Context: an optimization exercise on an open-source flow, tuned for small area, a short achievable clock period and few clock cycles. The choices shown serve that exercise and are no tape-out recipe.
Where RTL was checked, it was by simulation tests only, not by an equivalence proof against the original.
Function not checked in run 2: the RTL went through the layout flow alone.
Power figures rest on the tool's default switching activity, not on a simulated workload.

## flow/design.v (module list and top-level ports; edited modules follow where they fit)
// module fa1: 4 lines
// module ha1: 4 lines
// module mul_step: 520 lines
// module aoi222: 3 lines
// module nand2x: 3 lines
// module nand4x: 3 lines
// module nand3x: 3 lines
// module nor3x: 3 lines
// module rmux31: 13 lines
// module reg_file: 35 lines
// module pg_cell: 4 lines
// module pgn_cell: 4 lines
// module gp_black: 4 lines
// module gp_gray: 3 lines
// module xor_cell: 3 lines
// module mux2i_cell: 3 lines
// module oreg: 4 lines
// module oreg_r: 7 lines
// module and2_cell: 3 lines
// module andn_cell: 3 lines
// module nor3_cell: 3 lines
// module nor3b_cell: 3 lines
// module and3b_cell: 3 lines
// module or2_cell: 3 lines
// module inv_cell: 3 lines
// module eq18: 79 lines
// module region_logic: 17 lines
// module nor2_cell: 3 lines
// module nand2_cell: 3 lines
// module eq32: 26 lines
// module add32: 340 lines
// module add32n: 340 lines
// module mips: 203 lines
module mips(
	input clk, arst_n,
	input [31:0] instr, mem_read_data,
	output [31:0] current_inst, alu_out, mem_write_data,
	output mem_write
);
  // ...
==> flow/flow/run.sh <==
#!/bin/bash
# The standard ORFS flow (the standard.sh) with these changes to how the
# layout is made:
#  - timing repair is asked to leave a setup margin, so that the tools keep
#    improving paths that already meet the design's period;
#  - the port buffers are plain buffers;
#  - clock tree synthesis uses larger sink clusters and no dummy loads.
# Each step's output goes to a log of its own.
set -euo pipefail
MARGIN=${MARGIN:-16.4}
CTS="-sink_clustering_enable -repair_clock_nets -sink_clustering_size 28 -sink_clustering_max_diameter 75 -dont_use_dummy_load"
bash standard.sh synth > log_synth.txt 2>&1
for t in floorplan place cts route finish; do
  bash standard.sh SETUP_SLACK_MARGIN=$MARGIN "BUFFER_PORTS_ARGS=-buffer_cell sky130_fd_sc_hd__buf_2" "CTS_ARGS=$CTS" $t > log_$t.txt 2>&1
done
==> flow/standard.sh <==
#!/bin/bash
# synth_recipe.tcl (not shown) runs the flow's synth.tcl, then flattens the netlist and writes it again
# the make line also repeats each setting of config.mk as NAME=value (left out here)
make -C /OpenROAD-flow-scripts/flow DESIGN_CONFIG=/design/flow/config.mk WORK_HOME=/design/flow/orfs CLKGATE_MAP_FILE= SYNTH_SCRIPT=/design/flow/synth_recipe.tcl "${@:-finish}"
==> flow/config.mk <==
export PLATFORM = sky130hd
export DESIGN_NAME = mips
export DESIGN_NICKNAME = mips
export VERILOG_FILES = /design/flow/design.v
export SDC_FILE = /design/flow/constraint.sdc
export NUM_CORES = 8
export LEC_CHECK = 0
export CAP_MARGIN = 20
export CORE_MARGIN = 2
export CORE_UTILIZATION = 55
export SLEW_MARGIN = 20
export SYNTH_HIERARCHICAL = 1
==> flow/constraint.sdc <==
create_clock -name core_clock -period 22.0 [get_ports {clk}]
set_input_delay 4.4000 -clock core_clock [delete_from_list [all_inputs] [get_ports {clk}]]
set_output_delay 4.4000 -clock core_clock [all_outputs]
set_load 0.01 [all_outputs]
==> results.ini, run 1 <==
[cells_and_area]
seq_share_pct = 52.2
layout_commonest_cell = edfxtp_1
multi_input_area_share_pct = 39.2
fin_nets = 5638
nonClkBufAreaFrac_pct = 2.75
fillers = 9736
diodes = 9
layout_common_cells = 1121 x edfxtp_1, 640 x a222oi_1, 550 x and2_1

[global_routing]
grt_pass1_vias = 48900
grt.busiest_layer = met2
overflow = 0
use_met1_pct = 52.7
grt_usage_pct = 39.3

[logic_synthesis]
postSynthCellCount = 5020
syn_area_per_cell_um2 = 13.5
yosysWarnings = 10

[placement]
dp_slack_ns = 15.97
port_buffers = 160
place_area_um2 = 71300

[die]
die_h_um = 355
start_util_pct = 55.5
dieWidth_um = 355

[worst_setup_path]
cp_cell_sequence = buf_2
crit_required_ns = 17.60
critPathSlowestCell = dfrtp_1
path_buf_inv = 1
arrival_ns = 1.26

[pwr]
p_seq_w = 0.00334
p_leak_nw = 28.3
pg_comb_w = 0.00219
ir_drop_mv = 0.104
comb_power_share_pct = 31.5

[routing]
first_iter_violations = 10700
routed.top_layer = met5
drt_pre_antenna_iters = 13
avgViaCountPerCell = 7.28

[sta]
period_share_pct = 25.7
fin_skew_ns = 0.119
timing.final.ws_setup_ns = 16.34

[clocking]
h-tree-depth = 3
clkSinkCount = 1335

[status]
status = finished clean

[min_path]
hold_depth = 1
holdPathEnd = mstep[0]$_DFFE_PN0P_

Testbench counts, summed over its fixed seeds: cycles 134,692.
==> module reg_file, before the edit <==
module reg_file(
	input clk, we,
	input [3:0] hi1, hi2,
	input [7:0] lo1, lo2,
	input [4:0] a3,
	input [31:0] wd,
	output [31:0] rd1_n, rd2_n	 
);
	reg [31:0] rl [1:15];
	reg [31:0] rh [16:31];
	wire [31:1] s1, s2;
	genvar i, b;
	generate for (i = 1; i < 32; i = i + 1) begin : dec
		assign s1[i] = hi1[i / 8] & lo1[i % 8];
		assign s2[i] = hi2[i / 8] & lo2[i % 8];
	end endgenerate
	generate for (b = 0; b < 32; b = b + 1) begin : gb
		wire [31:1] col;
		for (i = 1; i < 32; i = i + 1) begin : c
			if (i < 16) begin : l
				assign col[i] = rl[i][b];
			end else begin : h
				assign col[i] = rh[i][b];
			end
		end
		rmux31 m1(.d(col), .s(s1), .yn(rd1_n[b]));
		rmux31 m2(.d(col), .s(s2), .yn(rd2_n[b]));
	end endgenerate
	always @(posedge clk)
		if (we && !a3[4] && a3 != 5'd0)
			rl[a3[3:0]] <= wd;
	always @(posedge clk)
		if (we && a3[4])
			rh[a3] <= wd;
endmodule
==> module region_logic, before the edit <==
module region_logic(
	input j_hi3, j_lo3,	 
	input j_same,		 
	input lrn_ok,		 
	input stall, redirect,
	input rc_red,		 
	input seq_cross,	 
	input jf_v, ub_v,
	input ub_load, ub_ok,	 
	output jf_load, jf_v_n, ub_v_n
);
	wire f_j = j_hi3 & j_lo3;
	wire rc = redirect ? rc_red : stall ? 1'b0 : f_j ? ~j_same : seq_cross;
	assign jf_load = f_j & ~stall;
	assign jf_v_n = ~rc & (jf_load ? j_same & lrn_ok : jf_v);
	assign ub_v_n = ~rc & (ub_load ? ub_ok : ub_v);
endmodule
==> module mips, before the edit <==
module mips(
	input clk, arst_n,
	input [31:0] instr, mem_read_data,
	output [31:0] current_inst, alu_out, mem_write_data,
	output mem_write
);
	reg  [31:2] pc_f;
	wire [31:2] pc_f4 = pc_f + 30'd1;
	wire f_j = (instr[31:26] == 6'b000010);
	wire [31:2] pc_o;
	assign current_inst = {pc_o, 2'b00};
	reg        v_d;
	reg [31:0] ir;
	reg [3:0]  rs_hi, rt_hi;
	reg [7:0]  rs_lo, rt_lo;
	wire [5:0] op = ir[31:26];
	wire [4:0] rs = ir[25:21], rt = ir[20:16], rd = ir[15:11];
	wire [5:0] fn = ir[5:0];
	wire d_r    = v_d & (op == 6'h00);
	wire d_addi = v_d & (op == 6'h08);
	wire d_lw   = v_d & (op == 6'h23);
	wire d_sw   = v_d & (op == 6'h2b);
	wire d_beq  = v_d & (op == 6'h04);
	wire f_sub  = (fn == 6'h22);
	wire f_slt  = (fn == 6'h2a);
	wire f_mul  = (fn == 6'h1c);
	wire [4:0] dst = d_r ? rd : rt;
	wire d_wr   = (d_r | d_addi | d_lw) & (dst != 5'd0);
	wire use_rs = d_r | d_addi | d_lw | d_sw | d_beq;
	wire use_rt = d_r | d_sw | d_beq;
	reg        we_m, ld_m, st_m, mul_m;
	reg        sub_m, slt_m;	 
	reg [1:0]  mstep;
	reg [23:0] acc_s, acc_c;
	reg        acc_ci;
	reg [4:0]  rd_m;
	reg [31:0] res_m, sd_m;
	wire [31:0] rf_an, rf_bn;
	wire [31:0] wb;
	wire mul_busy = mul_m & (mstep != 2'd3);
	wire wb_en = we_m & ~mul_busy;
	reg_file reg_file(.clk(clk), .we(wb_en), .hi1(rs_hi), .lo1(rs_lo), .hi2(rt_hi), .lo2(rt_lo), .a3(rd_m), .wd(wb), .rd1_n(rf_an), .rd2_n(rf_bn));
	wire hit_a = we_m & (rd_m == rs);
	wire hit_b = we_m & (rd_m == rt);
	wire [31:0] dres;	 
	wire [31:0] a = hit_a ? dres : ~rf_an;
	wire [31:0] b = hit_b ? dres : ~rf_bn;
	wire d_mul = d_r & f_mul;
	wire ld_a = ld_m & hit_a;
	wire ld_b = ld_m & hit_b;
	wire stall = mul_busy |
	             (mul_m & ((use_rs & hit_a) | (use_rt & hit_b))) |
	             (hit_a & (d_lw | d_sw)) | (ld_a & d_beq) | (ld_b & d_beq);
	wire [31:0] imm = {{16{ir[15]}}, ir[15:0]};
	wire [31:0] agu;
	wire        agu_co;
	add32n agu_add(.an(rf_an), .b(imm), .cin(1'b0), .s(agu), .co(agu_co));
	wire eq;
	eq32 beq_cmp(.a(a), .b(b), .eq(eq));
	reg pred_d;
	wire br_ok = d_beq & ~stall & ~pred_d;
	wire redirect = br_ok & eq;
	wire redirect_lo, redirect_hi;
	and2_cell rdl(.a(br_ok), .b(eq), .y(redirect_lo));
	and2_cell rdh(.a(br_ok), .b(eq), .y(redirect_hi));
	reg       jf_v, fold_d;
	reg [9:2] jf_j, jf_tgt;
	wire jf_hit = jf_v & (pc_f4[9:2] == jf_j);
	wire j_hi3, j_lo3;
	nor3_cell jd1(.a(instr[31]), .b(instr[30]), .c(instr[29]), .y(j_hi3));
	nor3b_cell jd2(.a(instr[28]), .b(instr[26]), .cn(instr[27]), .y(j_lo3));
	wire j_mid, j_same, jf_learn, jf_v_n, ub_v_n;
	eq18 jsm(.a(instr[25:8]), .b(pc_f[27:10]), .eq(j_mid));
	and2_cell jsa(.a(j_mid), .b(pc_f4[31:28] == pc_f[31:28]), .y(j_same));
	wire [31:2] d_next = {pc_f[31:10], fold_d ? jf_j : pc_f[9:2]};
	wire [31:2] pc_tgt = d_next + {{14{ir[15]}}, ir[15:0]};
	reg       ub_v;
	reg [9:2] ub_key, ub_tgt;
	wire ub_hit = ub_v & (pc_f[9:2] == ub_key);
	wire fold = jf_hit & ~f_j & ~ub_hit;
	wire ub_load = d_beq & ~pred_d & (rs == 5'd0) & (rt == 5'd0) & ~stall;
	wire tgt_same = (pc_tgt[31:10] == pc_f[31:10]);
	region_logic rgl(.j_hi3(j_hi3), .j_lo3(j_lo3), .j_same(j_same), .lrn_ok(pc_f[9:2] != 8'd0),
		.stall(stall), .redirect(redirect), .rc_red(~tgt_same),
		.seq_cross(pc_f[9:2] == 8'hff), .jf_v(jf_v), .ub_v(ub_v),
		.ub_load(ub_load), .ub_ok(tgt_same & (d_next[9:2] != 8'd0)),
		.jf_load(jf_learn), .jf_v_n(jf_v_n), .ub_v_n(ub_v_n));
	wire [31:2] pc_a = ub_hit ? {pc_f[31:10], ub_tgt} :
	                   jf_hit ? {pc_f[31:10], jf_tgt} : pc_f4;
	wire [31:2] pc_b = stall ? pc_f : pc_a;
	wire [31:2] pc_j = {pc_f4[31:28], instr[25:0]};
	wire sel_j_lo, sel_j_hi;
	and3b_cell sjl(.an(stall), .b(j_hi3), .c(j_lo3), .y(sel_j_lo));
	and3b_cell sjh(.an(stall), .b(j_hi3), .c(j_lo3), .y(sel_j_hi));
	wire [31:2] pcn_c, pc_next;
	wire [31:2] pcn_tgt = ~pc_tgt;
	genvar gi;
	generate for (gi = 2; gi < 32; gi = gi + 1) begin : gpc
		mux2i_cell mj(.a(pc_b[gi]), .b(pc_j[gi]), .s(gi < 17 ? sel_j_lo : sel_j_hi), .y(pcn_c[gi]));
		mux2i_cell mr(.a(pcn_c[gi]), .b(pcn_tgt[gi]), .s(gi < 10 ? redirect_lo : redirect_hi), .y(pc_next[gi]));
	end endgenerate
	wire [7:0]  pbyte;
	wire        pcout;
	wire [23:0] nacc_s, nacc_c;
	mul_step mul_step(.a(res_m), .b(sd_m[7:0]), .s(acc_s), .c(acc_c), .cin(acc_ci),
		.p(pbyte), .cout(pcout), .s_next(nacc_s), .c_next(nacc_c));
	wire [31:0] mprod = {pbyte, sd_m[31:8]};
	wire [31:0] msum;
	wire        mcout;
	add32 alu_add(.a(res_m), .b(sd_m), .cin(sub_m), .s(msum), .co(mcout));
	assign dres = slt_m ? {31'd0, ~mcout} : msum;
	wire [31:0] wb_alu = mul_m ? mprod : dres;
	assign wb = ld_m ? mem_read_data : wb_alu;
	wire d_sub = d_r & (f_sub | f_slt);
	wire [31:0] sd_next = mul_busy ? mprod : d_addi ? imm : (ld_b ? mem_read_data : b) ^ {32{d_sub}};
	wire [31:0] res_next = (d_lw | d_sw) ? agu : ld_a ? mem_read_data : a;
	oreg #(32) ao_r(.clk(clk), .d(res_next), .q(alu_out));
	oreg #(32) sd_r(.clk(clk), .d(sd_next), .q(mem_write_data));
	oreg_r #(30) pc_r(.clk(clk), .arst_n(arst_n), .d(pc_next), .q(pc_o));
	assign mem_write = st_m;
	always @(posedge clk or negedge arst_n) begin
		if (!arst_n) begin
			pc_f <= 30'd0;
			v_d <= 1'b0;
			we_m <= 1'b0;
			ld_m <= 1'b0;
			st_m <= 1'b0;
			mul_m <= 1'b0;
			mstep <= 2'd0;
		end else begin
			pc_f <= pc_next;
			if (!stall)
				v_d <= ~redirect;
			if (mul_busy) begin
				mstep <= mstep + 2'd1;
			end else if (stall) begin
				we_m <= 1'b0;
				ld_m <= 1'b0;
				st_m <= 1'b0;
				mul_m <= 1'b0;
			end else begin
				we_m <= d_wr;
				ld_m <= d_lw;
				st_m <= d_sw;
				mul_m <= d_mul & (dst != 5'd0);
				mstep <= 2'd0;
			end
		end
	end
	always @(posedge clk or negedge arst_n) begin
		if (!arst_n)
			jf_v <= 1'b0;
		else
			jf_v <= jf_v_n;
	end
	always @(posedge clk or negedge arst_n) begin
		if (!arst_n)
			ub_v <= 1'b0;
		else
			ub_v <= ub_v_n;
	end
	always @(posedge clk) begin
		if (ub_load) begin
			ub_key <= d_next[9:2] - 8'd1;
			ub_tgt <= pc_tgt[9:2];
		end
	end
	always @(posedge clk) begin
		if (jf_learn) begin
			jf_j <= pc_f[9:2];
			jf_tgt <= instr[7:0];
		end
	end
	always @(posedge clk) begin
		if (mul_busy) begin
			acc_s <= nacc_s;
			acc_c <= nacc_c;
			acc_ci <= pcout;
		end else begin
			acc_s <= 24'd0;
			acc_c <= 24'd0;
			acc_ci <= 1'b0;
		end
	end
	always @(posedge clk) begin
		if (!stall) begin
			ir <= instr;
			rs_hi <= 4'd1 << instr[25:24];
			rs_lo <= 8'd1 << instr[23:21];
			rt_hi <= 4'd1 << instr[20:19];
			rt_lo <= 8'd1 << instr[18:16];
			pred_d <= ub_hit;
			fold_d <= fold;
		end
		sd_m <= sd_next;
		if (!mul_busy) begin
			res_m <= res_next;
			rd_m <= dst;
			sub_m <= d_sub;
			slt_m <= d_r & f_slt;
		end
	end
endmodule
==> run 2, diff against run 1 <==
--- a/flow/design.v
+++ b/flow/design.v
@@ -531,4 +531,4 @@
 endmodule
-module nand2x(input a, b, output y);
-	assign y = ~(a & b);
+module aoi22(input a0, s0, a1, s1, output y);
+	assign y = ~((a0 & s0) | (a1 & s1));
 endmodule
@@ -543,3 +543,3 @@
 endmodule
-module rmux31(input [31:1] d, input [31:1] s, output yn);
+module rmux32(input [31:1] d, input [31:1] s, input f, sf, output yn);
 	wire [10:0] p;
@@ -549,3 +549,3 @@
 	end endgenerate
-	nand2x u10(.a(d[31]), .b(s[31]), .y(p[10]));
+	aoi22 u10(.a0(d[31]), .s0(s[31]), .a1(f), .s1(sf), .y(p[10]));
 	wire q0, q1, q2;
@@ -556,2 +556,5 @@
 endmodule
+module wbmux(input ld, input [31:0] mem, alu, output [31:0] y);
+	assign y = ld ? mem : alu;
+endmodule
 module reg_file(
@@ -560,4 +563,6 @@
 	input [7:0] lo1, lo2,
+	input f1, f2,
+	input [31:0] fwd,
 	input [4:0] a3,
-	input [31:0] wd,
+	input [31:0] wd_lo, wd_hi,	 
 	output [31:0] rd1_n, rd2_n	 
@@ -569,4 +574,4 @@
 	generate for (i = 1; i < 32; i = i + 1) begin : dec
-		assign s1[i] = hi1[i / 8] & lo1[i % 8];
-		assign s2[i] = hi2[i / 8] & lo2[i % 8];
+		assign s1[i] = hi1[i / 8] & lo1[i % 8] & ~f1;
+		assign s2[i] = hi2[i / 8] & lo2[i % 8] & ~f2;
 	end endgenerate
@@ -581,4 +586,4 @@
 		end
-		rmux31 m1(.d(col), .s(s1), .yn(rd1_n[b]));
-		rmux31 m2(.d(col), .s(s2), .yn(rd2_n[b]));
+		rmux32 m1(.d(col), .s(s1), .f(fwd[b]), .sf(f1), .yn(rd1_n[b]));
+		rmux32 m2(.d(col), .s(s2), .f(fwd[b]), .sf(f2), .yn(rd2_n[b]));
 	end endgenerate
@@ -586,6 +591,6 @@
 		if (we && !a3[4] && a3 != 5'd0)
-			rl[a3[3:0]] <= wd;
+			rl[a3[3:0]] <= wd_lo;
 	always @(posedge clk)
 		if (we && a3[4])
-			rh[a3] <= wd;
+			rh[a3] <= wd_hi;
 endmodule
@@ -609,4 +614,4 @@
 endmodule
-module mux2i_cell(input a, b, s, output y);
-	assign y = ~(s ? b : a);
+module mux2_cell(input a, b, s, output y);
+	assign y = s ? b : a;
 endmodule
@@ -616,9 +621,2 @@
 endmodule
-module oreg_r #(parameter W = 32) (input clk, arst_n, input [W-1:0] d, output reg [W-1:0] q);
-	always @(posedge clk or negedge arst_n)
-		if (!arst_n)
-			q <= {W{1'b0}};
-		else
-			q <= d;
-endmodule
 module and2_cell(input a, b, output y);
@@ -730,5 +728,4 @@
 	input seq_cross,	 
-	input jf_v, ub_v,
-	input ub_load, ub_ok,	 
-	output jf_load, jf_v_n, ub_v_n
+	input jf_v, ub_v, ub_learn,
+	output jf_learn, jf_v_n, ub_v_n
 );
@@ -736,5 +733,5 @@
 	wire rc = redirect ? rc_red : stall ? 1'b0 : f_j ? ~j_same : seq_cross;
-	assign jf_load = f_j & ~stall;
-	assign jf_v_n = ~rc & (jf_load ? j_same & lrn_ok : jf_v);
-	assign ub_v_n = ~rc & (ub_load ? ub_ok : ub_v);
+	assign jf_learn = f_j & j_same & lrn_ok & ~stall;
+	assign jf_v_n = ~rc & (jf_v | jf_learn);
+	assign ub_v_n = ~rc & (ub_v | ub_learn);
 endmodule
@@ -772,342 +769,2 @@
 endmodule
-module add32(input [31:0] a, b, input cin, output [31:0] s, output co);
-  wire [32:0] g0, p0;
-  assign g0[0] = cin;
-  assign p0[0] = 1'b0;
-  pg_cell pg0(.a(a[0]), .b(b[0]), .g(g0[1]), .p(p0[1]));
-  pg_cell pg1(.a(a[1]), .b(b[1]), .g(g0[2]), .p(p0[2]));
-  pg_cell pg2(.a(a[2]), .b(b[2]), .g(g0[3]), .p(p0[3]));
-  pg_cell pg3(.a(a[3]), .b(b[3]), .g(g0[4]), .p(p0[4]));
-  pg_cell pg4(.a(a[4]), .b(b[4]), .g(g0[5]), .p(p0[5]));
-  pg_cell pg5(.a(a[5]), .b(b[5]), .g(g0[6]), .p(p0[6]));
-  pg_cell pg6(.a(a[6]), .b(b[6]), .g(g0[7]), .p(p0[7]));
-  pg_cell pg7(.a(a[7]), .b(b[7]), .g(g0[8]), .p(p0[8]));
-  pg_cell pg8(.a(a[8]), .b(b[8]), .g(g0[9]), .p(p0[9]));
-  pg_cell pg9(.a(a[9]), .b(b[9]), .g(g0[10]), .p(p0[10]));
-  pg_cell pg10(.a(a[10]), .b(b[10]), .g(g0[11]), .p(p0[11]));
-  pg_cell pg11(.a(a[11]), .b(b[11]), .g(g0[12]), .p(p0[12]));
-  pg_cell pg12(.a(a[12]), .b(b[12]), .g(g0[13]), .p(p0[13]));
-  pg_cell pg13(.a(a[13]), .b(b[13]), .g(g0[14]), .p(p0[14]));
-  pg_cell pg14(.a(a[14]), .b(b[14]), .g(g0[15]), .p(p0[15]));
-  pg_cell pg15(.a(a[15]), .b(b[15]), .g(g0[16]), .p(p0[16]));
-  pg_cell pg16(.a(a[16]), .b(b[16]), .g(g0[17]), .p(p0[17]));
-  pg_cell pg17(.a(a[17]), .b(b[17]), .g(g0[18]), .p(p0[18]));
-  pg_cell pg18(.a(a[18]), .b(b[18]), .g(g0[19]), .p(p0[19]));
-  pg_cell pg19(.a(a[19]), .b(b[19]), .g(g0[20]), .p(p0[20]));
-  pg_cell pg20(.a(a[20]), .b(b[20]), .g(g0[21]), .p(p0[21]));
-  pg_cell pg21(.a(a[21]), .b(b[21]), .g(g0[22]), .p(p0[22]));
-  pg_cell pg22(.a(a[22]), .b(b[22]), .g(g0[23]), .p(p0[23]));
-  pg_cell pg23(.a(a[23]), .b(b[23]), .g(g0[24]), .p(p0[24]));
-  pg_cell pg24(.a(a[24]), .b(b[24]), .g(g0[25]), .p(p0[25]));
-  pg_cell pg25(.a(a[25]), .b(b[25]), .g(g0[26]), .p(p0[26]));
-  pg_cell pg26(.a(a[26]), .b(b[26]), .g(g0[27]), .p(p0[27]));
-  pg_cell pg27(.a(a[27]), .b(b[27]), .g(g0[28]), .p(p0[28]));
-  pg_cell pg28(.a(a[28]), .b(b[28]), .g(g0[29]), .p(p0[29]));
-  pg_cell pg29(.a(a[29]), .b(b[29]), .g(g0[30]), .p(p0[30]));
-  pg_cell pg30(.a(a[30]), .b(b[30]), .g(g0[31]), .p(p0[31]));
-  pg_cell pg31(.a(a[31]), .b(b[31]), .g(g0[32]), .p(p0[32]));
-  wire k1_1_g;
-  gp_gray ck1_1(.g1(g0[1]), .p1(p0[1]), .g0(g0[0]), .g(k1_1_g));
-  wire k1_2_g, k1_2_p;
-  gp_black ck1_2(.g1(g0[2]), .p1(p0[2]), .g0(g0[1]), .p0(p0[1]), .g(k1_2_g), .p(k1_2_p));
-  wire k1_3_g, k1_3_p;
-  gp_black ck1_3(.g1(g0[3]), .p1(p0[3]), .g0(g0[2]), .p0(p0[2]), .g(k1_3_g), .p(k1_3_p));
-  wire k1_4_g, k1_4_p;
-  gp_black ck1_4(.g1(g0[4]), .p1(p0[4]), .g0(g0[3]), .p0(p0[3]), .g(k1_4_g), .p(k1_4_p));
-  wire k1_5_g, k1_5_p;
-  gp_black ck1_5(.g1(g0[5]), .p1(p0[5]), .g0(g0[4]), .p0(p0[4]), .g(k1_5_g), .p(k1_5_p));
-  wire k1_6_g, k1_6_p;
-  gp_black ck1_6(.g1(g0[6]), .p1(p0[6]), .g0(g0[5]), .p0(p0[5]), .g(k1_6_g), .p(k1_6_p));
-  wire k1_7_g, k1_7_p;
-  gp_black ck1_7(.g1(g0[7]), .p1(p0[7]), .g0(g0[6]), .p0(p0[6]), .g(k1_7_g), .p(k1_7_p));
-  wire k1_8_g, k1_8_p;
-  gp_black ck1_8(.g1(g0[8]), .p1(p0[8]), .g0(g0[7]), .p0(p0[7]), .g(k1_8_g), .p(k1_8_p));
-  wire k1_9_g, k1_9_p;
-  gp_black ck1_9(.g1(g0[9]), .p1(p0[9]), .g0(g0[8]), .p0(p0[8]), .g(k1_9_g), .p(k1_9_p));
-  wire k1_10_g, k1_10_p;
-  gp_black ck1_10(.g1(g0[10]), .p1(p0[10]), .g0(g0[9]), .p0(p0[9]), .g(k1_10_g), .p(k1_10_p));
-  wire k1_11_g, k1_11_p;
-  gp_black ck1_11(.g1(g0[11]), .p1(p0[11]), .g0(g0[10]), .p0(p0[10]), .g(k1_11_g), .p(k1_11_p));
-  wire k1_12_g, k1_12_p;
-  gp_black ck1_12(.g1(g0[12]), .p1(p0[12]), .g0(g0[11]), .p0(p0[11]), .g(k1_12_g), .p(k1_12_p));
-  wire k1_13_g, k1_13_p;
-  gp_black ck1_13(.g1(g0[13]), .p1(p0[13]), .g0(g0[12]), .p0(p0[12]), .g(k1_13_g), .p(k1_13_p));
-  wire k1_14_g, k1_14_p;
-  gp_black ck1_14(.g1(g0[14]), .p1(p0[14]), .g0(g0[13]), .p0(p0[13]), .g(k1_14_g), .p(k1_14_p));
-  wire k1_15_g, k1_15_p;
-  gp_black ck1_15(.g1(g0[15]), .p1(p0[15]), .g0(g0[14]), .p0(p0[14]), .g(k1_15_g), .p(k1_15_p));
-  wire k1_16_g, k1_16_p;
-  gp_black ck1_16(.g1(g0[16]), .p1(p0[16]), .g0(g0[15]), .p0(p0[15]), .g(k1_16_g), .p(k1_16_p));
-  wire k1_17_g, k1_17_p;
-  gp_black ck1_17(.g1(g0[17]), .p1(p0[17]), .g0(g0[16]), .p0(p0[16]), .g(k1_17_g), .p(k1_17_p));
-  wire k1_18_g, k1_18_p;
-  gp_black ck1_18(.g1(g0[18]), .p1(p0[18]), .g0(g0[17]), .p0(p0[17]), .g(k1_18_g), .p(k1_18_p));
-  wire k1_19_g, k1_19_p;
-  gp_black ck1_19(.g1(g0[19]), .p1(p0[19]), .g0(g0[18]), .p0(p0[18]), .g(k1_19_g), .p(k1_19_p));
-  wire k1_20_g, k1_20_p;
-  gp_black ck1_20(.g1(g0[20]), .p1(p0[20]), .g0(g0[19]), .p0(p0[19]), .g(k1_20_g), .p(k1_20_p));
-  wire k1_21_g, k1_21_p;
-  gp_black ck1_21(.g1(g0[21]), .p1(p0[21]), .g0(g0[20]), .p0(p0[20]), .g(k1_21_g), .p(k1_21_p));
-  wire k1_22_g, k1_22_p;
-  gp_black ck1_22(.g1(g0[22]), .p1(p0[22]), .g0(g0[21]), .p0(p0[21]), .g(k1_22_g), .p(k1_22_p));
-  wire k1_23_g, k1_23_p;
-  gp_black ck1_23(.g1(g0[23]), .p1(p0[23]), .g0(g0[22]), .p0(p0[22]), .g(k1_23_g), .p(k1_23_p));
-  wire k1_24_g, k1_24_p;
-  gp_black ck1_24(.g1(g0[24]), .p1(p0[24]), .g0(g0[23]), .p0(p0[23]), .g(k1_24_g), .p(k1_24_p));
-  wire k1_25_g, k1_25_p;
-  gp_black ck1_25(.g1(g0[25]), .p1(p0[25]), .g0(g0[24]), .p0(p0[24]), .g(k1_25_g), .p(k1_25_p));
-  wire k1_26_g, k1_26_p;
-  gp_black ck1_26(.g1(g0[26]), .p1(p0[26]), .g0(g0[25]), .p0(p0[25]), .g(k1_26_g), .p(k1_26_p));
-  wire k1_27_g, k1_27_p;
-  gp_black ck1_27(.g1(g0[27]), .p1(p0[27]), .g0(g0[26]), .p0(p0[26]), .g(k1_27_g), .p(k1_27_p));
-  wire k1_28_g, k1_28_p;
-  gp_black ck1_28(.g1(g0[28]), .p1(p0[28]), .g0(g0[27]), .p0(p0[27]), .g(k1_28_g), .p(k1_28_p));
-  wire k1_29_g, k1_29_p;
-  gp_black ck1_29(.g1(g0[29]), .p1(p0[29]), .g0(g0[28]), .p0(p0[28]), .g(k1_29_g), .p(k1_29_p));
-  wire k1_30_g, k1_30_p;
-  gp_black ck1_30(.g1(g0[30]), .p1(p0[30]), .g0(g0[29]), .p0(p0[29]), .g(k1_30_g), .p(k1_30_p));
-  wire k1_31_g, k1_31_p;
-  gp_black ck1_31(.g1(g0[31]), .p1(p0[31]), .g0(g0[30]), .p0(p0[30]), .g(k1_31_g), .p(k1_31_p));
-  wire k1_32_g, k1_32_p;
-  gp_black ck1_32(.g1(g0[32]), .p1(p0[32]), .g0(g0[31]), .p0(p0[31]), .g(k1_32_g), .p(k1_32_p));
-  wire k2_2_g;
-  gp_gray ck2_2(.g1(k1_2_g), .p1(k1_2_p), .g0(g0[0]), .g(k2_2_g));
-  wire k2_3_g;
-  gp_gray ck2_3(.g1(k1_3_g), .p1(k1_3_p), .g0(k1_1_g), .g(k2_3_g));
-  wire k2_4_g, k2_4_p;
-  gp_black ck2_4(.g1(k1_4_g), .p1(k1_4_p), .g0(k1_2_g), .p0(k1_2_p), .g(k2_4_g), .p(k2_4_p));
-  wire k2_5_g, k2_5_p;
-  gp_black ck2_5(.g1(k1_5_g), .p1(k1_5_p), .g0(k1_3_g), .p0(k1_3_p), .g(k2_5_g), .p(k2_5_p));
-  wire k2_6_g, k2_6_p;
-  gp_black ck2_6(.g1(k1_6_g), .p1(k1_6_p), .g0(k1_4_g), .p0(k1_4_p), .g(k2_6_g), .p(k2_6_p));
-  wire k2_7_g, k2_7_p;
-  gp_black ck2_7(.g1(k1_7_g), .p1(k1_7_p), .g0(k1_5_g), .p0(k1_5_p), .g(k2_7_g), .p(k2_7_p));
-  wire k2_8_g, k2_8_p;
-  gp_black ck2_8(.g1(k1_8_g), .p1(k1_8_p), .g0(k1_6_g), .p0(k1_6_p), .g(k2_8_g), .p(k2_8_p));
-  wire k2_9_g, k2_9_p;
-  gp_black ck2_9(.g1(k1_9_g), .p1(k1_9_p), .g0(k1_7_g), .p0(k1_7_p), .g(k2_9_g), .p(k2_9_p));
-  wire k2_10_g, k2_10_p;
-  gp_black ck2_10(.g1(k1_10_g), .p1(k1_10_p), .g0(k1_8_g), .p0(k1_8_p), .g(k2_10_g), .p(k2_10_p));
-  wire k2_11_g, k2_11_p;
-  gp_black ck2_11(.g1(k1_11_g), .p1(k1_11_p), .g0(k1_9_g), .p0(k1_9_p), .g(k2_11_g), .p(k2_11_p));
-  wire k2_12_g, k2_12_p;
-  gp_black ck2_12(.g1(k1_12_g), .p1(k1_12_p), .g0(k1_10_g), .p0(k1_10_p), .g(k2_12_g), .p(k2_12_p));
-  wire k2_13_g, k2_13_p;
-  gp_black ck2_13(.g1(k1_13_g), .p1(k1_13_p), .g0(k1_11_g), .p0(k1_11_p), .g(k2_13_g), .p(k2_13_p));
-  wire k2_14_g, k2_14_p;
-  gp_black ck2_14(.g1(k1_14_g), .p1(k1_14_p), .g0(k1_12_g), .p0(k1_12_p), .g(k2_14_g), .p(k2_14_p));
-  wire k2_15_g, k2_15_p;
-  gp_black ck2_15(.g1(k1_15_g), .p1(k1_15_p), .g0(k1_13_g), .p0(k1_13_p), .g(k2_15_g), .p(k2_15_p));
-  wire k2_16_g, k2_16_p;
-  gp_black ck2_16(.g1(k1_16_g), .p1(k1_16_p), .g0(k1_14_g), .p0(k1_14_p), .g(k2_16_g), .p(k2_16_p));
-  wire k2_17_g, k2_17_p;
-  gp_black ck2_17(.g1(k1_17_g), .p1(k1_17_p), .g0(k1_15_g), .p0(k1_15_p), .g(k2_17_g), .p(k2_17_p));
-  wire k2_18_g, k2_18_p;
-  gp_black ck2_18(.g1(k1_18_g), .p1(k1_18_p), .g0(k1_16_g), .p0(k1_16_p), .g(k2_18_g), .p(k2_18_p));
-  wire k2_19_g, k2_19_p;
-  gp_black ck2_19(.g1(k1_19_g), .p1(k1_19_p), .g0(k1_17_g), .p0(k1_17_p), .g(k2_19_g), .p(k2_19_p));
-  wire k2_20_g, k2_20_p;
-  gp_black ck2_20(.g1(k1_20_g), .p1(k1_20_p), .g0(k1_18_g), .p0(k1_18_p), .g(k2_20_g), .p(k2_20_p));
-  wire k2_21_g, k2_21_p;
-  gp_black ck2_21(.g1(k1_21_g), .p1(k1_21_p), .g0(k1_19_g), .p0(k1_19_p), .g(k2_21_g), .p(k2_21_p));
-  wire k2_22_g, k2_22_p;
-  gp_black ck2_22(.g1(k1_22_g), .p1(k1_22_p), .g0(k1_20_g), .p0(k1_20_p), .g(k2_22_g), .p(k2_22_p));
-  wire k2_23_g, k2_23_p;
-  gp_black ck2_23(.g1(k1_23_g), .p1(k1_23_p), .g0(k1_21_g), .p0(k1_21_p), .g(k2_23_g), .p(k2_23_p));
-  wire k2_24_g, k2_24_p;
-  gp_black ck2_24(.g1(k1_24_g), .p1(k1_24_p), .g0(k1_22_g), .p0(k1_22_p), .g(k2_24_g), .p(k2_24_p));
-  wire k2_25_g, k2_25_p;
-  gp_black ck2_25(.g1(k1_25_g), .p1(k1_25_p), .g0(k1_23_g), .p0(k1_23_p), .g(k2_25_g), .p(k2_25_p));
-  wire k2_26_g, k2_26_p;
-  gp_black ck2_26(.g1(k1_26_g), .p1(k1_26_p), .g0(k1_24_g), .p0(k1_24_p), .g(k2_26_g), .p(k2_26_p));
-  wire k2_27_g, k2_27_p;
-  gp_black ck2_27(.g1(k1_27_g), .p1(k1_27_p), .g0(k1_25_g), .p0(k1_25_p), .g(k2_27_g), .p(k2_27_p));
-  wire k2_28_g, k2_28_p;
-  gp_black ck2_28(.g1(k1_28_g), .p1(k1_28_p), .g0(k1_26_g), .p0(k1_26_p), .g(k2_28_g), .p(k2_28_p));
-  wire k2_29_g, k2_29_p;
-  gp_black ck2_29(.g1(k1_29_g), .p1(k1_29_p), .g0(k1_27_g), .p0(k1_27_p), .g(k2_29_g), .p(k2_29_p));
-  wire k2_30_g, k2_30_p;
-  gp_black ck2_30(.g1(k1_30_g), .p1(k1_30_p), .g0(k1_28_g), .p0(k1_28_p), .g(k2_30_g), .p(k2_30_p));
-  wire k2_31_g, k2_31_p;
-  gp_black ck2_31(.g1(k1_31_g), .p1(k1_31_p), .g0(k1_29_g), .p0(k1_29_p), .g(k2_31_g), .p(k2_31_p));
-  wire k2_32_g, k2_32_p;
-  gp_black ck2_32(.g1(k1_32_g), .p1(k1_32_p), .g0(k1_30_g), .p0(k1_30_p), .g(k2_32_g), .p(k2_32_p));
-  wire k3_4_g;
-  gp_gray ck3_4(.g1(k2_4_g), .p1(k2_4_p), .g0(g0[0]), .g(k3_4_g));
-  wire k3_5_g;
-  gp_gray ck3_5(.g1(k2_5_g), .p1(k2_5_p), .g0(k1_1_g), .g(k3_5_g));
-  wire k3_6_g;
-  gp_gray ck3_6(.g1(k2_6_g), .p1(k2_6_p), .g0(k2_2_g), .g(k3_6_g));
-  wire k3_7_g;
-  gp_gray ck3_7(.g1(k2_7_g), .p1(k2_7_p), .g0(k2_3_g), .g(k3_7_g));
-  wire k3_8_g, k3_8_p;
-  gp_black ck3_8(.g1(k2_8_g), .p1(k2_8_p), .g0(k2_4_g), .p0(k2_4_p), .g(k3_8_g), .p(k3_8_p));
-  wire k3_9_g, k3_9_p;
-  gp_black ck3_9(.g1(k2_9_g), .p1(k2_9_p), .g0(k2_5_g), .p0(k2_5_p), .g(k3_9_g), .p(k3_9_p));
-  wire k3_10_g, k3_10_p;
-  gp_black ck3_10(.g1(k2_10_g), .p1(k2_10_p), .g0(k2_6_g), .p0(k2_6_p), .g(k3_10_g), .p(k3_10_p));
-  wire k3_11_g, k3_11_p;
-  gp_black ck3_11(.g1(k2_11_g), .p1(k2_11_p), .g0(k2_7_g), .p0(k2_7_p), .g(k3_11_g), .p(k3_11_p));
-  wire k3_12_g, k3_12_p;
-  gp_black ck3_12(.g1(k2_12_g), .p1(k2_12_p), .g0(k2_8_g), .p0(k2_8_p), .g(k3_12_g), .p(k3_12_p));
-  wire k3_13_g, k3_13_p;
-  gp_black ck3_13(.g1(k2_13_g), .p1(k2_13_p), .g0(k2_9_g), .p0(k2_9_p), .g(k3_13_g), .p(k3_13_p));
-  wire k3_14_g, k3_14_p;
-  gp_black ck3_14(.g1(k2_14_g), .p1(k2_14_p), .g0(k2_10_g), .p0(k2_10_p), .g(k3_14_g), .p(k3_14_p));
-  wire k3_15_g, k3_15_p;
-  gp_black ck3_15(.g1(k2_15_g), .p1(k2_15_p), .g0(k2_11_g), .p0(k2_11_p), .g(k3_15_g), .p(k3_15_p));
-  wire k3_16_g, k3_16_p;
-  gp_black ck3_16(.g1(k2_16_g), .p1(k2_16_p), .g0(k2_12_g), .p0(k2_12_p), .g(k3_16_g), .p(k3_16_p));
-  wire k3_17_g, k3_17_p;
-  gp_black ck3_17(.g1(k2_17_g), .p1(k2_17_p), .g0(k2_13_g), .p0(k2_13_p), .g(k3_17_g), .p(k3_17_p));
-  wire k3_18_g, k3_18_p;
-  gp_black ck3_18(.g1(k2_18_g), .p1(k2_18_p), .g0(k2_14_g), .p0(k2_14_p), .g(k3_18_g), .p(k3_18_p));
-  wire k3_19_g, k3_19_p;
-  gp_black ck3_19(.g1(k2_19_g), .p1(k2_19_p), .g0(k2_15_g), .p0(k2_15_p), .g(k3_19_g), .p(k3_19_p));
-  wire k3_20_g, k3_20_p;
-  gp_black ck3_20(.g1(k2_20_g), .p1(k2_20_p), .g0(k2_16_g), .p0(k2_16_p), .g(k3_20_g), .p(k3_20_p));
-  wire k3_21_g, k3_21_p;
-  gp_black ck3_21(.g1(k2_21_g), .p1(k2_21_p), .g0(k2_17_g), .p0(k2_17_p), .g(k3_21_g), .p(k3_21_p));
-  wire k3_22_g, k3_22_p;
-  gp_black ck3_22(.g1(k2_22_g), .p1(k2_22_p), .g0(k2_18_g), .p0(k2_18_p), .g(k3_22_g), .p(k3_22_p));
-  wire k3_23_g, k3_23_p;
-  gp_black ck3_23(.g1(k2_23_g), .p1(k2_23_p), .g0(k2_19_g), .p0(k2_19_p), .g(k3_23_g), .p(k3_23_p));
-  wire k3_24_g, k3_24_p;
-  gp_black ck3_24(.g1(k2_24_g), .p1(k2_24_p), .g0(k2_20_g), .p0(k2_20_p), .g(k3_24_g), .p(k3_24_p));
-  wire k3_25_g, k3_25_p;
-  gp_black ck3_25(.g1(k2_25_g), .p1(k2_25_p), .g0(k2_21_g), .p0(k2_21_p), .g(k3_25_g), .p(k3_25_p));
-  wire k3_26_g, k3_26_p;
-  gp_black ck3_26(.g1(k2_26_g), .p1(k2_26_p), .g0(k2_22_g), .p0(k2_22_p), .g(k3_26_g), .p(k3_26_p));
-  wire k3_27_g, k3_27_p;
-  gp_black ck3_27(.g1(k2_27_g), .p1(k2_27_p), .g0(k2_23_g), .p0(k2_23_p), .g(k3_27_g), .p(k3_27_p));
-  wire k3_28_g, k3_28_p;
-  gp_black ck3_28(.g1(k2_28_g), .p1(k2_28_p), .g0(k2_24_g), .p0(k2_24_p), .g(k3_28_g), .p(k3_28_p));
-  wire k3_29_g, k3_29_p;
-  gp_black ck3_29(.g1(k2_29_g), .p1(k2_29_p), .g0(k2_25_g), .p0(k2_25_p), .g(k3_29_g), .p(k3_29_p));
-  wire k3_30_g, k3_30_p;
-  gp_black ck3_30(.g1(k2_30_g), .p1(k2_30_p), .g0(k2_26_g), .p0(k2_26_p), .g(k3_30_g), .p(k3_30_p));
-  wire k3_31_g, k3_31_p;
-  gp_black ck3_31(.g1(k2_31_g), .p1(k2_31_p), .g0(k2_27_g), .p0(k2_27_p), .g(k3_31_g), .p(k3_31_p));
-  wire k3_32_g, k3_32_p;
-  gp_black ck3_32(.g1(k2_32_g), .p1(k2_32_p), .g0(k2_28_g), .p0(k2_28_p), .g(k3_32_g), .p(k3_32_p));
-  wire k4_8_g;
-  gp_gray ck4_8(.g1(k3_8_g), .p1(k3_8_p), .g0(g0[0]), .g(k4_8_g));
-  wire k4_9_g;
-  gp_gray ck4_9(.g1(k3_9_g), .p1(k3_9_p), .g0(k1_1_g), .g(k4_9_g));
-  wire k4_10_g;
-  gp_gray ck4_10(.g1(k3_10_g), .p1(k3_10_p), .g0(k2_2_g), .g(k4_10_g));
-  wire k4_11_g;
-  gp_gray ck4_11(.g1(k3_11_g), .p1(k3_11_p), .g0(k2_3_g), .g(k4_11_g));
-  wire k4_12_g;
-  gp_gray ck4_12(.g1(k3_12_g), .p1(k3_12_p), .g0(k3_4_g), .g(k4_12_g));
-  wire k4_13_g;
-  gp_gray ck4_13(.g1(k3_13_g), .p1(k3_13_p), .g0(k3_5_g), .g(k4_13_g));
-  wire k4_14_g;
-  gp_gray ck4_14(.g1(k3_14_g), .p1(k3_14_p), .g0(k3_6_g), .g(k4_14_g));
-  wire k4_15_g;
-  gp_gray ck4_15(.g1(k3_15_g), .p1(k3_15_p), .g0(k3_7_g), .g(k4_15_g));
-  wire k4_16_g, k4_16_p;
-  gp_black ck4_16(.g1(k3_16_g), .p1(k3_16_p), .g0(k3_8_g), .p0(k3_8_p), .g(k4_16_g), .p(k4_16_p));
-  wire k4_17_g, k4_17_p;
-  gp_black ck4_17(.g1(k3_17_g), .p1(k3_17_p), .g0(k3_9_g), .p0(k3_9_p), .g(k4_17_g), .p(k4_17_p));
-  wire k4_18_g, k4_18_p;
-  gp_black ck4_18(.g1(k3_18_g), .p1(k3_18_p), .g0(k3_10_g), .p0(k3_10_p), .g(k4_18_g), .p(k4_18_p));
-  wire k4_19_g, k4_19_p;
-  gp_black ck4_19(.g1(k3_19_g), .p1(k3_19_p), .g0(k3_11_g), .p0(k3_11_p), .g(k4_19_g), .p(k4_19_p));
-  wire k4_20_g, k4_20_p;
-  gp_black ck4_20(.g1(k3_20_g), .p1(k3_20_p), .g0(k3_12_g), .p0(k3_12_p), .g(k4_20_g), .p(k4_20_p));
-  wire k4_21_g, k4_21_p;
-  gp_black ck4_21(.g1(k3_21_g), .p1(k3_21_p), .g0(k3_13_g), .p0(k3_13_p), .g(k4_21_g), .p(k4_21_p));
-  wire k4_22_g, k4_22_p;
-  gp_black ck4_22(.g1(k3_22_g), .p1(k3_22_p), .g0(k3_14_g), .p0(k3_14_p), .g(k4_22_g), .p(k4_22_p));
-  wire k4_23_g, k4_23_p;
-  gp_black ck4_23(.g1(k3_23_g), .p1(k3_23_p), .g0(k3_15_g), .p0(k3_15_p), .g(k4_23_g), .p(k4_23_p));
-  wire k4_24_g, k4_24_p;
-  gp_black ck4_24(.g1(k3_24_g), .p1(k3_24_p), .g0(k3_16_g), .p0(k3_16_p), .g(k4_24_g), .p(k4_24_p));
-  wire k4_25_g, k4_25_p;
-  gp_black ck4_25(.g1(k3_25_g), .p1(k3_25_p), .g0(k3_17_g), .p0(k3_17_p), .g(k4_25_g), .p(k4_25_p));
-  wire k4_26_g, k4_26_p;
-  gp_black ck4_26(.g1(k3_26_g), .p1(k3_26_p), .g0(k3_18_g), .p0(k3_18_p), .g(k4_26_g), .p(k4_26_p));
-  wire k4_27_g, k4_27_p;
-  gp_black ck4_27(.g1(k3_27_g), .p1(k3_27_p), .g0(k3_19_g), .p0(k3_19_p), .g(k4_27_g), .p(k4_27_p));
-  wire k4_28_g, k4_28_p;
-  gp_black ck4_28(.g1(k3_28_g), .p1(k3_28_p), .g0(k3_20_g), .p0(k3_20_p), .g(k4_28_g), .p(k4_28_p));
-  wire k4_29_g, k4_29_p;
-  gp_black ck4_29(.g1(k3_29_g), .p1(k3_29_p), .g0(k3_21_g), .p0(k3_21_p), .g(k4_29_g), .p(k4_29_p));
-  wire k4_30_g, k4_30_p;
-  gp_black ck4_30(.g1(k3_30_g), .p1(k3_30_p), .g0(k3_22_g), .p0(k3_22_p), .g(k4_30_g), .p(k4_30_p));
-  wire k4_31_g, k4_31_p;
-  gp_black ck4_31(.g1(k3_31_g), .p1(k3_31_p), .g0(k3_23_g), .p0(k3_23_p), .g(k4_31_g), .p(k4_31_p));
-  wire k4_32_g, k4_32_p;
-  gp_black ck4_32(.g1(k3_32_g), .p1(k3_32_p), .g0(k3_24_g), .p0(k3_24_p), .g(k4_32_g), .p(k4_32_p));
-  wire k5_16_g;
-  gp_gray ck5_16(.g1(k4_16_g), .p1(k4_16_p), .g0(g0[0]), .g(k5_16_g));
-  wire k5_17_g;
-  gp_gray ck5_17(.g1(k4_17_g), .p1(k4_17_p), .g0(k1_1_g), .g(k5_17_g));
-  wire k5_18_g;
-  gp_gray ck5_18(.g1(k4_18_g), .p1(k4_18_p), .g0(k2_2_g), .g(k5_18_g));
-  wire k5_19_g;
-  gp_gray ck5_19(.g1(k4_19_g), .p1(k4_19_p), .g0(k2_3_g), .g(k5_19_g));
-  wire k5_20_g;
-  gp_gray ck5_20(.g1(k4_20_g), .p1(k4_20_p), .g0(k3_4_g), .g(k5_20_g));
-  wire k5_21_g;
-  gp_gray ck5_21(.g1(k4_21_g), .p1(k4_21_p), .g0(k3_5_g), .g(k5_21_g));
-  wire k5_22_g;
-  gp_gray ck5_22(.g1(k4_22_g), .p1(k4_22_p), .g0(k3_6_g), .g(k5_22_g));
-  wire k5_23_g;
-  gp_gray ck5_23(.g1(k4_23_g), .p1(k4_23_p), .g0(k3_7_g), .g(k5_23_g));
-  wire k5_24_g;
-  gp_gray ck5_24(.g1(k4_24_g), .p1(k4_24_p), .g0(k4_8_g), .g(k5_24_g));
-  wire k5_25_g;
-  gp_gray ck5_25(.g1(k4_25_g), .p1(k4_25_p), .g0(k4_9_g), .g(k5_25_g));
-  wire k5_26_g;
-  gp_gray ck5_26(.g1(k4_26_g), .p1(k4_26_p), .g0(k4_10_g), .g(k5_26_g));
-  wire k5_27_g;
-  gp_gray ck5_27(.g1(k4_27_g), .p1(k4_27_p), .g0(k4_11_g), .g(k5_27_g));
-  wire k5_28_g;
-  gp_gray ck5_28(.g1(k4_28_g), .p1(k4_28_p), .g0(k4_12_g), .g(k5_28_g));
-  wire k5_29_g;
-  gp_gray ck5_29(.g1(k4_29_g), .p1(k4_29_p), .g0(k4_13_g), .g(k5_29_g));
-  wire k5_30_g;
-  gp_gray ck5_30(.g1(k4_30_g), .p1(k4_30_p), .g0(k4_14_g), .g(k5_30_g));
-  wire k5_31_g;
-  gp_gray ck5_31(.g1(k4_31_g), .p1(k4_31_p), .g0(k4_15_g), .g(k5_31_g));
-  wire k5_32_g, k5_32_p;
-  gp_black ck5_32(.g1(k4_32_g), .p1(k4_32_p), .g0(k4_16_g), .p0(k4_16_p), .g(k5_32_g), .p(k5_32_p));
-  wire k6_32_g;
-  gp_gray ck6_32(.g1(k5_32_g), .p1(k5_32_p), .g0(g0[0]), .g(k6_32_g));
-  xor_cell sx0(.a(p0[1]), .b(g0[0]), .y(s[0]));
-  xor_cell sx1(.a(p0[2]), .b(k1_1_g), .y(s[1]));
-  xor_cell sx2(.a(p0[3]), .b(k2_2_g), .y(s[2]));
-  xor_cell sx3(.a(p0[4]), .b(k2_3_g), .y(s[3]));
-  xor_cell sx4(.a(p0[5]), .b(k3_4_g), .y(s[4]));
-  xor_cell sx5(.a(p0[6]), .b(k3_5_g), .y(s[5]));
-  xor_cell sx6(.a(p0[7]), .b(k3_6_g), .y(s[6]));
-  xor_cell sx7(.a(p0[8]), .b(k3_7_g), .y(s[7]));
-  xor_cell sx8(.a(p0[9]), .b(k4_8_g), .y(s[8]));
-  xor_cell sx9(.a(p0[10]), .b(k4_9_g), .y(s[9]));
-  xor_cell sx10(.a(p0[11]), .b(k4_10_g), .y(s[10]));
-  xor_cell sx11(.a(p0[12]), .b(k4_11_g), .y(s[11]));
-  xor_cell sx12(.a(p0[13]), .b(k4_12_g), .y(s[12]));
-  xor_cell sx13(.a(p0[14]), .b(k4_13_g), .y(s[13]));
-  xor_cell sx14(.a(p0[15]), .b(k4_14_g), .y(s[14]));
-  xor_cell sx15(.a(p0[16]), .b(k4_15_g), .y(s[15]));
-  xor_cell sx16(.a(p0[17]), .b(k5_16_g), .y(s[16]));
-  xor_cell sx17(.a(p0[18]), .b(k5_17_g), .y(s[17]));
-  xor_cell sx18(.a(p0[19]), .b(k5_18_g), .y(s[18]));
-  xor_cell sx19(.a(p0[20]), .b(k5_19_g), .y(s[19]));
-  xor_cell sx20(.a(p0[21]), .b(k5_20_g), .y(s[20]));
-  xor_cell sx21(.a(p0[22]), .b(k5_21_g), .y(s[21]));
-  xor_cell sx22(.a(p0[23]), .b(k5_22_g), .y(s[22]));
-  xor_cell sx23(.a(p0[24]), .b(k5_23_g), .y(s[23]));
-  xor_cell sx24(.a(p0[25]), .b(k5_24_g), .y(s[24]));
-  xor_cell sx25(.a(p0[26]), .b(k5_25_g), .y(s[25]));
-  xor_cell sx26(.a(p0[27]), .b(k5_26_g), .y(s[26]));
-  xor_cell sx27(.a(p0[28]), .b(k5_27_g), .y(s[27]));
-  xor_cell sx28(.a(p0[29]), .b(k5_28_g), .y(s[28]));
-  xor_cell sx29(.a(p0[30]), .b(k5_29_g), .y(s[29]));
-  xor_cell sx30(.a(p0[31]), .b(k5_30_g), .y(s[30]));
-  xor_cell sx31(.a(p0[32]), .b(k5_31_g), .y(s[31]));
-  assign co = k6_32_g;
-endmodule
 module add32n(input [31:0] an, b, input cin, output [31:0] s, output co);
@@ -1483,3 +1140,2 @@
 	reg        we_m, ld_m, st_m, mul_m;
-	reg        sub_m, slt_m;	 
 	reg [1:0]  mstep;
@@ -1490,11 +1146,9 @@
 	wire [31:0] rf_an, rf_bn;
-	wire [31:0] wb;
+	wire [31:0] wb_lo, wb_hi;
 	wire mul_busy = mul_m & (mstep != 2'd3);
 	wire wb_en = we_m & ~mul_busy;
-	reg_file reg_file(.clk(clk), .we(wb_en), .hi1(rs_hi), .lo1(rs_lo), .hi2(rt_hi), .lo2(rt_lo), .a3(rd_m), .wd(wb), .rd1_n(rf_an), .rd2_n(rf_bn));
-	wire hit_a = we_m & (rd_m == rs);
-	wire hit_b = we_m & (rd_m == rt);
-	wire [31:0] dres;	 
-	wire [31:0] a = hit_a ? dres : ~rf_an;
-	wire [31:0] b = hit_b ? dres : ~rf_bn;
+	reg_file reg_file(.clk(clk), .we(wb_en), .hi1(rs_hi), .lo1(rs_lo), .hi2(rt_hi), .lo2(rt_lo), .f1(hit_a), .f2(hit_b), .fwd(res_m), .a3(rd_m), .wd_lo(wb_lo), .wd_hi(wb_hi), .rd1_n(rf_an), .rd2_n(rf_bn));
+	reg hit_a, hit_b;
+	wire [31:0] a = ~rf_an;
+	wire [31:0] b = ~rf_bn;
 	wire d_mul = d_r & f_mul;
@@ -1504,9 +1158,13 @@
 	             (mul_m & ((use_rs & hit_a) | (use_rt & hit_b))) |
-	             (hit_a & (d_lw | d_sw)) | (ld_a & d_beq) | (ld_b & d_beq);
+	             (ld_a & use_rs & ~d_mul) | (ld_b & use_rt & ~d_mul & ~d_sw);
 	wire [31:0] imm = {{16{ir[15]}}, ir[15:0]};
-	wire [31:0] agu;
-	wire        agu_co;
-	add32n agu_add(.an(rf_an), .b(imm), .cin(1'b0), .s(agu), .co(agu_co));
+	wire do_sub = d_r & (f_sub | f_slt);
+	wire [31:0] bop = d_r ? b : imm;
+	wire [31:0] sum;
+	wire        cout;
+	add32n alu_add(.an(rf_an), .b(bop ^ {32{do_sub}}), .cin(do_sub), .s(sum), .co(cout));
+	wire lt = ~cout;
+	wire [31:0] res = d_mul ? a : (d_r & f_slt) ? {31'd0, lt} : sum;
 	wire eq;
-	eq32 beq_cmp(.a(a), .b(b), .eq(eq));
+	eq32 beq_cmp(.a(rf_an), .b(rf_bn), .eq(eq));
 	reg pred_d;
@@ -1532,9 +1190,8 @@
 	wire fold = jf_hit & ~f_j & ~ub_hit;
-	wire ub_load = d_beq & ~pred_d & (rs == 5'd0) & (rt == 5'd0) & ~stall;
-	wire tgt_same = (pc_tgt[31:10] == pc_f[31:10]);
+	wire ub_learn = d_beq & ~pred_d & (rs == 5'd0) & (rt == 5'd0) & ~stall &
+	                (pc_tgt[31:10] == pc_f[31:10]) & (d_next[9:2] != 8'd0);
 	region_logic rgl(.j_hi3(j_hi3), .j_lo3(j_lo3), .j_same(j_same), .lrn_ok(pc_f[9:2] != 8'd0),
-		.stall(stall), .redirect(redirect), .rc_red(~tgt_same),
-		.seq_cross(pc_f[9:2] == 8'hff), .jf_v(jf_v), .ub_v(ub_v),
-		.ub_load(ub_load), .ub_ok(tgt_same & (d_next[9:2] != 8'd0)),
-		.jf_load(jf_learn), .jf_v_n(jf_v_n), .ub_v_n(ub_v_n));
+		.stall(stall), .redirect(redirect), .rc_red(pc_tgt[31:10] != pc_f[31:10]),
+		.seq_cross(pc_f[9:2] == 8'hff), .jf_v(jf_v), .ub_v(ub_v), .ub_learn(ub_learn),
+		.jf_learn(jf_learn), .jf_v_n(jf_v_n), .ub_v_n(ub_v_n));
 	wire [31:2] pc_a = ub_hit ? {pc_f[31:10], ub_tgt} :
@@ -1546,8 +1203,7 @@
 	and3b_cell sjh(.an(stall), .b(j_hi3), .c(j_lo3), .y(sel_j_hi));
-	wire [31:2] pcn_c, pc_next;
-	wire [31:2] pcn_tgt = ~pc_tgt;
+	wire [31:2] pc_c, pc_next;
 	genvar gi;
 	generate for (gi = 2; gi < 32; gi = gi + 1) begin : gpc
-		mux2i_cell mj(.a(pc_b[gi]), .b(pc_j[gi]), .s(gi < 17 ? sel_j_lo : sel_j_hi), .y(pcn_c[gi]));
-		mux2i_cell mr(.a(pcn_c[gi]), .b(pcn_tgt[gi]), .s(gi < 10 ? redirect_lo : redirect_hi), .y(pc_next[gi]));
+		mux2_cell mj(.a(pc_b[gi]), .b(pc_j[gi]), .s(gi < 17 ? sel_j_lo : sel_j_hi), .y(pc_c[gi]));
+		mux2_cell mr(.a(pc_c[gi]), .b(pc_tgt[gi]), .s(gi < 10 ? redirect_lo : redirect_hi), .y(pc_next[gi]));
 	end endgenerate
@@ -1559,14 +1215,10 @@
 	wire [31:0] mprod = {pbyte, sd_m[31:8]};
-	wire [31:0] msum;
-	wire        mcout;
-	add32 alu_add(.a(res_m), .b(sd_m), .cin(sub_m), .s(msum), .co(mcout));
-	assign dres = slt_m ? {31'd0, ~mcout} : msum;
-	wire [31:0] wb_alu = mul_m ? mprod : dres;
-	assign wb = ld_m ? mem_read_data : wb_alu;
-	wire d_sub = d_r & (f_sub | f_slt);
-	wire [31:0] sd_next = mul_busy ? mprod : d_addi ? imm : (ld_b ? mem_read_data : b) ^ {32{d_sub}};
-	wire [31:0] res_next = (d_lw | d_sw) ? agu : ld_a ? mem_read_data : a;
+	wire [31:0] wb_alu = mul_m ? mprod : res_m;
+	wbmux wbm_lo(.ld(ld_m), .mem(mem_read_data), .alu(wb_alu), .y(wb_lo));
+	wbmux wbm_hi(.ld(ld_m), .mem(mem_read_data), .alu(wb_alu), .y(wb_hi));
+	wire [31:0] sd_next = mul_busy ? mprod : ((d_mul | d_sw) & ld_b) ? mem_read_data : b;
+	wire [31:0] res_next = (d_mul & ld_a) ? mem_read_data : res;
 	oreg #(32) ao_r(.clk(clk), .d(res_next), .q(alu_out));
 	oreg #(32) sd_r(.clk(clk), .d(sd_next), .q(mem_write_data));
-	oreg_r #(30) pc_r(.clk(clk), .arst_n(arst_n), .d(pc_next), .q(pc_o));
+	oreg #(30) pc_r(.clk(clk), .d(pc_next & {30{arst_n}}), .q(pc_o));
 	assign mem_write = st_m;
@@ -1614,3 +1266,3 @@
 	always @(posedge clk) begin
-		if (ub_load) begin
+		if (ub_learn) begin
 			ub_key <= d_next[9:2] - 8'd1;
@@ -1637,2 +1289,4 @@
 	always @(posedge clk) begin
+		hit_a <= mul_busy ? hit_a : stall ? 1'b0 : d_wr & (dst == instr[25:21]);
+		hit_b <= mul_busy ? hit_b : stall ? 1'b0 : d_wr & (dst == instr[20:16]);
 		if (!stall) begin
@@ -1650,4 +1304,2 @@
 			rd_m <= dst;
-			sub_m <= d_sub;
-			slt_m <= d_r & f_slt;
 		end
--- a/flow/flow/run.sh
+++ b/flow/flow/run.sh
@@ -10,3 +10,3 @@
 MARGIN=${MARGIN:-16.4}
-CTS="-sink_clustering_enable -repair_clock_nets -sink_clustering_size 28 -sink_clustering_max_diameter 75 -dont_use_dummy_load"
+CTS="-sink_clustering_enable -repair_clock_nets -sink_clustering_size 25 -sink_clustering_max_diameter 70 -dont_use_dummy_load"
 bash standard.sh synth > log_synth.txt 2>&1
==> run 2 against run 1 <==
  * Sequential cell count is the same
  * Sequential share of layout area grew 0.36 points
  * Hold slack lost 0.011 ns
  * Utilization shrank 0.39 points
  * Final cell count shrank 3.7%
  * Combinational power grew 13%
  * Synthesized cell count shrank 4.5%
  * Die area shrank 0.83%
  * Critical endpoint is now mem_write
  * Worst setup slack lost 0.014 ns
  * Area after synthesis shrank 0.84%
  * Largest power group unchanged
==> results.ini, run 2 <==
[worst_setup_path]
crit_path_end_kind = output pin  ; unchanged
crit_path_max_fanout = 2  ; was 1
cp_cell_sequence = buf_2  ; unchanged
setup.worst_path.start_class = flop  ; unchanged
path_buf_inv = 1  ; unchanged
crit_required_ns = 17.60  ; about the same
cpPeakStageDelay_ns = 0.44  ; was 0.40 ns
worstSetupPathType = reg -> out  ; unchanged
arrival_ns = 1.27  ; was 1.26 ns
critPathSlowestCell = dfrtp_1  ; unchanged
crit_family = flip-flops  ; unchanged

[die]
ios = 163  ; unchanged
fp-row-count = 128  ; unchanged
core_um2 = 122000  ; about the same
start_util_pct = 55.3  ; was 55.5%
die-area_um2 = 125000  ; was 126000 um^2
die_h_um = 354  ; was 355 um
dieWidth_um = 354  ; was 355 um

[pwr]
p_per_area_nw_per_um2 = 101  ; was 94.7 nW/um^2
p_leak_nw = 26.6  ; was 28.3 nW
ir_drop_mv = 0.0808  ; was 0.104 mV

[routing]
routed_wl_mm = 241  ; was 252 mm
first_iter_violations = 10400  ; was 10700
avgViaCountPerCell = 7.32  ; was 7.28
drc = 0  ; unchanged
drt_pre_antenna_iters = 13  ; unchanged
route.vias.total = 48500  ; was 50000
wire_per_inst_um = 36.4  ; was 36.7 um
antenna_left = 0  ; unchanged

[sta]
drv_slew = 0  ; unchanged
fin_skew_ns = 0.112  ; was 0.119 ns
finalHoldWorstSlack_ns = 0.500  ; was 0.511 ns
rsz0062_at_grt = yes  ; unchanged
finalHoldViolCount = 0  ; unchanged
period_share_pct = 25.8  ; was 25.7%
period_needed_ns = 5.67  ; was 5.66 ns
setup_tns_ns = 0  ; unchanged
worst_slew_pin_slew_ns = 1.12  ; was 1.11 ns
fmax_mhz = 176  ; was 177 MHz
setup_viol = 0  ; unchanged
max_slew_margin_pct = 25.3  ; was 25.6%

[clocking]
cts_root_buf = clkbuf_16  ; unchanged
cts_made_buffers = 85  ; was 78
clock_path_buffers = 3  ; unchanged
clkSinkCount = 1335  ; unchanged
tritoncts = yes  ; unchanged
clkTransAtPathRegs_ns = 0.09  ; was 0.11 ns
cts_hold_buf = 0  ; unchanged
clock_latency_ns = 0.73  ; about the same
h-tree-depth = 3  ; unchanged

[global_routing]
grt_max_degree = 71  ; was 102
overflow = 0  ; unchanged
grt_usage_pct = 37.8  ; was 39.3%
grt_pass1_vias = 47500  ; was 48900
antenna_found_initial = 14  ; was 19
grt_pass1_wl_mm = 340  ; was 352 mm

[cells_and_area]
layout_common_cells = 1121 x edfxtp_1, 640 x a222oi_1, 481 x and2_1  ; was 1121 x edfxtp_1, 640 x a222oi_1, 550 x and2_1
final_util_pct = 59.8  ; was 60.2%
synthToLayoutAreaGrowth_pct = 8.19  ; was 8.41%
fin_nets = 5356  ; was 5638
fillers = 9621  ; was 9736
layout_commonest_cell = edfxtp_1  ; unchanged
drive_gt1_share_pct = 15.5  ; was 11.3%
regMostFlops = reg_file.rh  ; unchanged
largest_register_ff_count = 512  ; unchanged

[placement]
post-dp-hpwl_mm = 160  ; was 157 mm
place.gp.congestion = 0.936  ; was 0.944
port_buffers = 160  ; unchanged

[logic_synthesis]
yosys.area.top_type = edfxtp_1
ys_seq_area_share_pct = 56.8
async_reset_ff_share_pct = 2.92
yosysTopAreaCellShare_pct = 50.1
yosysWarnings = 10  ; unchanged
synth.distinct_cells = 91
postSynthCellCount = 4794  ; was 5020
synth.most_common_cell = edfxtp_1
synth_area_leaders = edfxtp_1 50%, a222oi_1 9.5%, fa_1 6.2%, dfxtp_1 5.2%, and2_1 4.5%
synth-edff-count = 1121
synth_common_cells = 1121 x edfxtp_1, 640 x a222oi_1, 485 x and2_1, 208 x fa_1, 175 x dfxtp_1
syn_area_per_cell_um2 = 14.0  ; was 13.5 um^2
yosys_register_bits = 1335
synth_top_flop_cell = edfxtp_1
syn_area_um2 = 67200  ; was 67800 um^2

[flow_run]
cap_viol_max_count = 0  ; unchanged

[min_path]
hold_class = reg -> reg  ; unchanged

[status]
status = finished clean  ; unchanged

==> run 2: logic make-up (layout without fill, tap and decap cells) <==
kind of cell / after synthesis / in the layout / share of synthesized area [%]
mux: 192 / 192 / 3.83
flops: 1335 / 1335 / 56.8
simple gates: 1320 / 1320 / 11.4
other cells: 1 / 6 / 0.00558
fa+ha+maj: 297 / 297 / 7.85
compound gates: 1174 / 1174 / 15.2
buf+inv: 250 / 446 / 1.88
xor+xnor: 225 / 225 / 3.02
==> run 2: worst paths after layout <==
| check | startpoint | endpoint | slack [ns] | depth (start not counted) |
|---|---|---|---|---|
| setup / recovery | st_m$_DFFE_PN0N_ | mem_write | 16.33 | 1 |
| hold reg to reg | v_d$_DFFE_PN0N_ | v_d$_DFFE_PN0N_ | 0.50 | 2 |
| max in group asynchronous | arst_n | ld_m$_DFFE_PN0N_ | 17.43 | 2 |
| hold / removal | v_d$_DFFE_PN0N_ | v_d$_DFFE_PN0N_ | 0.50 | 2 |
| min in group asynchronous | arst_n | pc_f[4]$_DFF_PN0_ | 3.89 | 2 |
| setup reg to reg | hit_a$_SDFFCE_PP0N_ | pc_r.q[5]$_DFF_P_ | 16.45 | 16 |
==> run 2: timing repair <==
item | in CTS | in global routing
setup buffers | 2 | 3
cloned | 0 | 0
endpoints found under the setup margin | 66 | 124
pin swaps | 1 | 5
resized for setup | 68 | 16
endpoints found under the hold margin | 0 | 0
==> run 2: per-layer routing <==
layer  vias up  track usage [%]  share of wire, %
met5         -                0             0.034
met4        14             19.0               5.7
met3       582             8.06                12
met2      3652             56.0                44
met1     24300             52.9                38
li1      19900                -                 -
==> run 2: area by class of cell <==
cell class | instances | area, um^2 | share of cell area (%)
Multi-Input combinational cell | 3210 | 28100 | 38.7
Antenna cell | 4 | 10.0 | 0.0138
Inverter | 73 | 277 | 0.380
Tap cell | 1625 | 2030 | 2.80
Clock buffer | 85 | 2130 | 2.93
Sequential cell | 1335 | 38200 | 52.6
Timing Repair Buffer | 288 | 1910 | 2.63
==> run 2: per-module statistics from Yosys (local to each module, per instance), a selection <==
module / flip-flops and latches / cell area [um^2] / copies in the design
reg_file: 992 / 30600 / 1
wbmux: 0 / 544 / 2
nor2_cell: 0 / 3.75 / 33
mux2_cell: 0 / 15.0 / 60
nor3x: 0 / 10.0 / 64
pgn_cell: 0 / 16.3 / 32
==> run 2: report_power, final <==
group	switching, W	total (W)	leakage (nW)	internal, W
clock	0.000808	0.00149	1.05	0.000683
combinational	0.00150	0.00248	13.3	0.000977
sequential	0.000247	0.00336	12.2	0.00312
==> run 2: per-stage QoR <==
| step | area (um^2) | worst slack, ns | cells | total power, W |
|---|---|---|---|---|
| floorplan | 67200 | 16.08 | 4795 | 0.00525 |
| global placement | 70200 | 15.30 | 6526 | 0.00583 |
| detailed placement | 70200 | 15.31 | 6526 | 0.00585 |
| CTS | 72600 | 16.29 | 6613 | 0.00733 |
| global route | 72700 | 16.30 | 6616 | 0.00766 |
| finish | 72700 | 16.33 | 6620 | 0.00733 |

## separate check: timing with driven ports
The flow's constraints put no driver on any port. The routed layouts listed below were extracted and timed again, unchanged, in two steps. Step 1 assumes that a clkbuf_16 drives the clock port and a buf_2 every other input. Step 2 also shifts input and output timing later by t, the mid clock arrival at the registers, as if the neighbouring blocks saw the same clock. Three values: ideal ports, drivers, drivers and shift; two values: the first two.
| run | t, ns | slack for setup (ns) | hold slack, ns | worst register clock-pin slew, ns | cell pins on the clock port's net |
|---|---|---|---|---|---|
| run 1 | 0.750 | 16.342 / 16.267 / 15.969 | 0.511 / 0.511 / 0.511 | 0.11 / 0.11 | 1 |
| run 2 | 0.755 | 16.328 / 16.247 / 15.687 | 0.500 / 0.500 / 0.500 | 0.10 / 0.10 | 1 |
After both steps setup and hold are still met in every run listed. For run 2, which loses most, drivers alone change the setup slack by -0.081 ns; drivers and shift together by -0.641 ns.
